From an optimization exercise on the open Yosys and OpenROAD flow, aimed at small area; shortcuts taken in it are not production practice.
The RTL was checked by simulation tests, not by an equivalence proof against the original design.
Power figures rest on the tool's default switching activity, not on a simulated workload.

## main
==> module cymometer, before the edit <==
module cymometer(
    input               clk,
    input               rst_n,
    input               sig_fx,
    input               gate_pre,
    input               sweep,
    input       [5:0]   step,
    output reg  [5:0]   kilo,
    output reg  [11:0]  low_bcd,
    output reg          valid       
);
localparam [18:0] FX_SCALE = 19'd390625;    
reg         fx_d;
reg         gate_fx_r;
reg         gate;
reg         seen;           
wire        fx_en = sig_fx & ~fx_d;
always @(posedge clk or negedge rst_n) begin
    if (!rst_n) begin
        fx_d      <= 1'b0;
        gate_fx_r <= 1'b0;
        gate      <= 1'b0;
        seen      <= 1'b0;
    end else begin
        fx_d <= sig_fx;
        if (fx_en) begin
            gate_fx_r <= gate_pre;
            gate      <= gate_fx_r;
        end
        if (gate)
            seen <= 1'b1;
    end
end
wire        clr     = sweep & step[5] & step[4];
reg  [11:0] fs;
reg  [11:0] fs_inc;
reg         c_fs;
integer     i_fs;
always @(*) begin
    c_fs = gate;
    for (i_fs = 0; i_fs < 12; i_fs = i_fs + 1) begin
        fs_inc[i_fs] = fs[i_fs] ^ c_fs;
        c_fs = c_fs & fs[i_fs];
    end
end
always @(posedge clk)
    fs <= clr ? 12'd0 : fs_inc;
reg  [14:0] rem;
reg  [18:0] num_lo;
wire        num_en = fx_en & gate;
reg  [18:0] num_add;
reg         c_lo;
integer     i_lo;
always @(*) begin
    c_lo = 1'b0;
    for (i_lo = 0; i_lo < 19; i_lo = i_lo + 1) begin
        num_add[i_lo] = num_lo[i_lo] ^ (num_en & FX_SCALE[i_lo]) ^ c_lo;
        c_lo = (num_lo[i_lo] & (num_en & FX_SCALE[i_lo])) | (c_lo & (num_lo[i_lo] ^ (num_en & FX_SCALE[i_lo])));
    end
end
wire        neg     = rem[14];
wire [15:0] fs_full = {4'b0010, fs};
wire [15:0] add_a   = sweep ? {rem, num_lo[18]} : {1'b0, rem};
wire [15:0] add_b   = sweep ? (neg ? fs_full : ~fs_full) : 16'd0;
wire        add_c   = sweep ? ~neg : c_lo;
reg  [15:0] add_s;
reg         c_s;
integer     i_s;
always @(*) begin
    c_s = add_c;
    for (i_s = 0; i_s < 16; i_s = i_s + 1) begin
        add_s[i_s] = add_a[i_s] ^ add_b[i_s] ^ c_s;
        c_s = (add_a[i_s] & add_b[i_s]) | (c_s & (add_a[i_s] ^ add_b[i_s]));
    end
end
wire        q_bit = ~add_s[15];          
always @(posedge clk) begin
    rem    <= clr ? 15'd0 : add_s[14:0];
    num_lo <= sweep ? {num_lo[17:0], 1'b0} : num_add;
end
localparam [10:0] THOUSAND = 11'd1000;
reg  [9:0]  rem_k;
wire [10:0] rem_k2 = {(step == 6'd2) ? 10'd0 : rem_k, q_bit};
reg  [9:0]  rem_k_sub;
reg         bk;
integer     i;
always @(*) begin
    bk = 1'b0;
    for (i = 0; i < 10; i = i + 1) begin
        rem_k_sub[i] = rem_k2[i] ^ THOUSAND[i] ^ bk;
        bk = (~rem_k2[i] & THOUSAND[i]) | (bk & ~(rem_k2[i] ^ THOUSAND[i]));
    end
end
wire        k_bit = rem_k2[10] | ~bk;    
always @(posedge clk)
    rem_k <= k_bit ? rem_k_sub : rem_k2[9:0];
function [3:0] dd_adj(input [3:0] d);      
    case (d)
    4'd5: dd_adj = 4'd8;
    4'd6: dd_adj = 4'd9;
    4'd7: dd_adj = 4'd10;
    4'd8: dd_adj = 4'd11;
    4'd9: dd_adj = 4'd12;
    4'd10, 4'd12, 4'd14: dd_adj = 4'd11;     
    4'd11, 4'd13, 4'd15: dd_adj = 4'd12;
    default: dd_adj = d;
    endcase
endfunction
wire        dd_clr = (step == 6'd13);
wire        dd_en  = sweep & seen & (step >= 6'd12) & (step <= 6'd27);
wire [3:0]  a0 = dd_adj(dd_clr ? 4'd0 : low_bcd[3:0]);
wire [3:0]  a1 = dd_adj(dd_clr ? 4'd0 : low_bcd[7:4]);
wire [3:0]  a2 = dd_adj(dd_clr ? 4'd0 : low_bcd[11:8]);
wire [5:0]  ak = dd_clr ? 6'd0 : kilo;
always @(posedge clk) begin
    if (dd_en) begin
        kilo    <= {ak[4:0], a2[3]};
        low_bcd <= {a2[2:0], a1[3], a1[2:0], a0[3], a0[2:0], k_bit};
    end
end
always @(posedge clk or negedge rst_n) begin
    if (!rst_n)
        valid <= 1'b0;
    else if (dd_en)
        valid <= 1'b1;
end
endmodule
clock: 150.0 ns
lec_check: 0
abc_area: 0
abc_clock_period_in_ps: 150000
cap_margin: 20
core_margin: 2
core_utilization: 40
cts_buf_list: sky130_fd_sc_hd__clkbuf_4
cts_cluster_diameter: 60
cts_cluster_size: 20
slew_margin: 20
standard.sh (not shown) runs the stock make flow with config.mk's settings and CLKGATE_MAP_FILE= SYNTH_SCRIPT=/design/flow/synth_recipe.tcl, a recipe that flattens the netlist after the stock synthesis.
==> flow/flow/run.sh <==
#!/bin/bash
set -uo pipefail
bash standard.sh \
  "CTS_ARGS=-sink_clustering_enable -repair_clock_nets -buf_list sky130_fd_sc_hd__clkbuf_4 -sink_clustering_size 20 -sink_clustering_max_diameter 60 -dont_use_dummy_load" \
  "BUFFER_PORTS_ARGS=-buffer_cell sky130_fd_sc_hd__buf_1" \
  finish > standard.log 2>&1
Relative to main, the following input files were edited for the feature branch:
--- a/flow/design.v
+++ b/flow/design.v
@@ -79,20 +79,20 @@
     num_lo <= sweep ? {num_lo[17:0], 1'b0} : num_add;
 end
-localparam [10:0] THOUSAND = 11'd1000;
-reg  [9:0]  rem_k;
-wire [10:0] rem_k2 = {(step == 6'd2) ? 10'd0 : rem_k, q_bit};
-reg  [9:0]  rem_k_sub;
+localparam [7:0] K125 = 8'd125;
+reg  [6:0]  rem_k;
+wire [7:0]  rem_k2 = {(step == 6'd2) ? 7'd0 : rem_k, q_bit};
+reg  [6:0]  rem_k_sub;
 reg         bk;
 integer     i;
 always @(*) begin
     bk = 1'b0;
-    for (i = 0; i < 10; i = i + 1) begin
-        rem_k_sub[i] = rem_k2[i] ^ THOUSAND[i] ^ bk;
-        bk = (~rem_k2[i] & THOUSAND[i]) | (bk & ~(rem_k2[i] ^ THOUSAND[i]));
+    for (i = 0; i < 7; i = i + 1) begin
+        rem_k_sub[i] = rem_k2[i] ^ K125[i] ^ bk;
+        bk = (~rem_k2[i] & K125[i]) | (bk & ~(rem_k2[i] ^ K125[i]));
     end
 end
-wire        k_bit = rem_k2[10] | ~bk;    
+wire        k_bit = rem_k2[7] | ~bk;     
 always @(posedge clk)
-    rem_k <= k_bit ? rem_k_sub : rem_k2[9:0];
+    rem_k <= k_bit ? rem_k_sub : rem_k2[6:0];
 function [3:0] dd_adj(input [3:0] d);      
     case (d)
@@ -107,6 +107,6 @@
     endcase
 endfunction
-wire        dd_clr = (step == 6'd13);
-wire        dd_en  = sweep & seen & (step >= 6'd12) & (step <= 6'd27);
+wire        dd_clr = (step == 6'd10);
+wire        dd_en  = sweep & seen & (step >= 6'd8) & (step <= 6'd24);
 wire [3:0]  a0 = dd_adj(dd_clr ? 4'd0 : low_bcd[3:0]);
 wire [3:0]  a1 = dd_adj(dd_clr ? 4'd0 : low_bcd[7:4]);
### Flow results
- The feature branch did not stop at any stage, and its layout met the timing, DRC and antenna checks.
- main went all the way through the flow, and no timing, DRC or antenna check failed.
- NOTE: share of power burned in registers in the feature branch falls short of that of main
- Worst hold slack (the feature branch over main): decrease, 0.0072 ns
- Number of buffers created by CTS came out exactly the same in the feature branch and main.
- Count of mapped cells out of synthesis came out lower on the feature branch than on main.
- The feature branch vs. main: global-route usage up 0.47 points, sink count of the clock tree went down 3, final-stage net count moved down.
- The share of the synthesized netlist area taken by xor and xnor gates was comparable across the feature branch and main.
- The feature branch does worse than main on final period demand of the worst path.
- main has higher maximum frequency than the feature branch.
- The lower post-synthesis register bit count came out of the feature branch.

==> what the ideal ports hide <==
No port has a modelled driver above. Below, the same layouts with a new extraction and two added sets of constraints.
Step 1: set_driving_cell puts a clkbuf_16 on clk and a buf_2 on each other input, an assumption about the parent block.
Step 2, shift: input delay + t, output delay - t, t = (earliest + latest rising clock arrival at the registers) / 2. This alone moves slack from input paths to output paths.
Three values: ideal, step 1, step 2; two values: the first two.
run	t (ns)	setup slack, ns	hold WS [ns]	worst setup path after step 2
main	0.558	109.083 / 109.093 / 108.535	0.361 / 0.361 / 0.361	input to register
the feature branch	0.542	107.160 / 107.175 / 106.633	0.353 / 0.353 / 0.353	input to register
After both steps every run listed still meets setup and hold. For main, which loses most, drivers alone change the setup slack by +0.010 ns; drivers and shift together by -0.548 ns.
